This design comes from an exercise in tuning for small area on the open sky130 flow, not from production work. Where RTL was checked, it was by simulation tests only, not by an equivalence proof against the original. The flow treats the clock pin as an ideal source. Dropping or thinning the clock tree relies on that and would not hold on a real chip. No activity file was given, so power comes from the tool's default toggle rates.

Setup of the previous run:
Design cam_color, start of the top module:
module cam_color(
	input wire clk,
	input wire rst,
	input wire CAM_vsync,
	input wire CAM_href,
	input wire [7:0] CAM_px_data,
	input wire init,
	output wire error,
	output wire done_read,
	output wire done,
	output wire [2:0] res,
	output wire [14:0] wr_addr,
	output wire [7:0] wr_data,
	output wire wr_en,
	output wire [14:0] rd_addr,
	input wire [7:0] rd_data
	);
==> module Analyzer, before the edit <==
module Analyzer(
	input [7:0]data,
	input clk,
	input rst,
	input init,
	output reg [14:0]addr,
	output reg done,
	output [2:0]res
    );
localparam [17:0] SIXN = 18'd115200;
reg init_old;
reg start;
reg [17:0]sx;
reg [17:0]syn;   
wire [17:0]sy = ~syn;
reg [1:0]rq;    
wire [3:0] w = {~data[1:0], 1'b0};
wire [3:0] dx = data[7:5] + w;
wire [3:0] dy = data[4:2] + w;
wire init_rise = init & ~init_old;
wire last = start & addr[14] & ~addr[13] & addr[11] & addr[9] & (&addr[7:0]);
wire r_gt = (sx > sy) & (sx > SIXN);
wire g_gt = (sy > sx) & (sy > SIXN);
wire b_gt = (sx < SIXN) & (sy < SIXN);
assign res = {rq[1], rq[0], rq[1] ~^ rq[0]};
always @(posedge clk)begin
	if(rst)begin
		init_old <= 0;
		start <= 0;
		done <= 0;
	end else begin
		init_old <= init;
		if (last) begin
			start <= 0;
			done <= 1;
		end else if (init_rise) begin
			start <= 1;
			done <= 0;
		end
	end
end
always @(posedge clk)begin
	if (rst | ~start | last)
		addr <= 15'h7fff;
	else
		addr <= addr + 1'b1;
end
always @(posedge clk)begin
	if (start) begin
		sx <= sx + data[7:5] + {~data[1:0], 1'b0};
		syn <= syn - data[4:2] - {~data[1:0], 1'b0};
	end else begin
		sx <= 0;
		syn <= 18'h3ffff;
	end
end
always @(posedge clk)begin
	if (last) begin
		if (r_gt) rq <= 2'b10;
		else if (g_gt) rq <= 2'b01;
		else if (b_gt) rq <= 2'b00;
		else rq <= 2'b11;
	end
end
endmodule
clock: 6.0 ns
lec_check: 0
cap_margin: 20
core_margin: 2
core_utilization: 60
place_density: 0.75
slew_margin: 20
standard.sh (not shown) runs the stock make flow with config.mk's settings and CLKGATE_MAP_FILE= SYNTH_SCRIPT=/design/flow/synth_recipe.tcl, a recipe that flattens the netlist after the stock synthesis.
==> flow/flow/run.sh <==
#!/bin/bash
# The standard layout (standard.sh), with three changes:
#  - synthesis maps the logic with an area-oriented ABC script and without
#    the full/half-adder cell mapping (registers are mapped as standard);
#  - the port buffers are buf_1;
#  - the clock tree is one level of MY_CTS_NBUF clock buffers (manual_cts.tcl).
set -euo pipefail
HERE=$(pwd)
export FLOW_SYNTH_TCL=$HERE/synth_recipe.tcl
export AREA_ABC_SCRIPT=$HERE/flow/area.abc
export BUFFER_PORTS_ARGS="-buffer_cell sky130_fd_sc_hd__buf_1"
export PRE_CTS_TCL=$HERE/flow/manual_cts.tcl
export MY_CTS_NET=clk
export MY_CTS_NBUF=${MY_CTS_NBUF:-3}
export MY_CTS_CELL=${MY_CTS_CELL:-sky130_fd_sc_hd__clkbuf_16}
sed "s#SYNTH_SCRIPT=[^ ]*#SYNTH_SCRIPT=$HERE/flow/area_synth.tcl#" standard.sh > area_standard.sh
grep -q "SYNTH_SCRIPT=$HERE/flow/area_synth.tcl" area_standard.sh
bash area_standard.sh ADDER_MAP_FILE= finish > standard.log 2>&1
Other scripts of this flow, unchanged in this note and not shown: flow/flow/area.abc, flow/flow/area_synth.tcl, flow/flow/manual_cts.tcl
Setup changes, the previous run to the current run
-- flow/design.v --
<<< the previous run, line 90
reg start;
reg [17:0]sx;
reg [17:0]syn;   
wire [17:0]sy = ~syn;
reg [1:0]rq;    
wire [3:0] w = {~data[1:0], 1'b0};
>>> the current run, line 90
reg start;
reg [17:0]sx;
reg [17:0]sy;
reg [1:0]rq;    
wire [3:0] w = {~data[1:0], 1'b0};
<<< the previous run, line 127
	if (start) begin
		sx <= sx + data[7:5] + {~data[1:0], 1'b0};
		syn <= syn - data[4:2] - {~data[1:0], 1'b0};
	end else begin
		sx <= 0;
		syn <= 18'h3ffff;
	end
end
>>> the current run, line 126
	if (start) begin
		sx <= sx + data[7:5] + {~data[1:0], 1'b0};
		sy <= sy + data[4:2] + {~data[1:0], 1'b0};
	end else begin
		sx <= 0;
		sy <= 0;
	end
end
Part of the power in the clock network across the current run and the previous run: no real change.
[compare] base=the previous run new=the current run: sequential share of layout area decreased by 0.20 points relative to the old numbers; worst setup slack shows an increase of 0.25 ns.
The previous run has a lower worst hold slack after final layout than the current run.
The current run: synthesized cell count about 0.8% above the previous run
Fraction of power spent switching nets is higher on the previous run
Only the layout flow was run in the previous run; the RTL was not checked for function there. No run of this note takes its clock network from TritonCTS; it comes from the design's own scripts or RTL.

port drivers added, routing unchanged:
The flow's constraints put no driver on any port. The routed layouts listed below were extracted and timed again, unchanged, in two steps. Step 1 assumes that a clkbuf_16 drives the clock port and a buf_2 every other input. Step 2 moves the port delays by t, midway between the first and last clock arrival at a register: inputs arrive t later, outputs are due t later. That takes back most of the time a late clock gives input paths. Slacks: no drivers / after step 1 / after step 2; pairs: no drivers / after step 1.
run	t (ns)	slack for setup (ns)	pins driven straight from the clock port
the previous run	0.236	1.363 / 1.402 / 1.165	3
the current run	0.235	1.610 / 1.654 / 1.418	3
After both steps every run listed still meets setup and hold. For the previous run, which loses most, drivers alone change the setup slack by +0.039 ns; drivers and shift together by -0.198 ns.
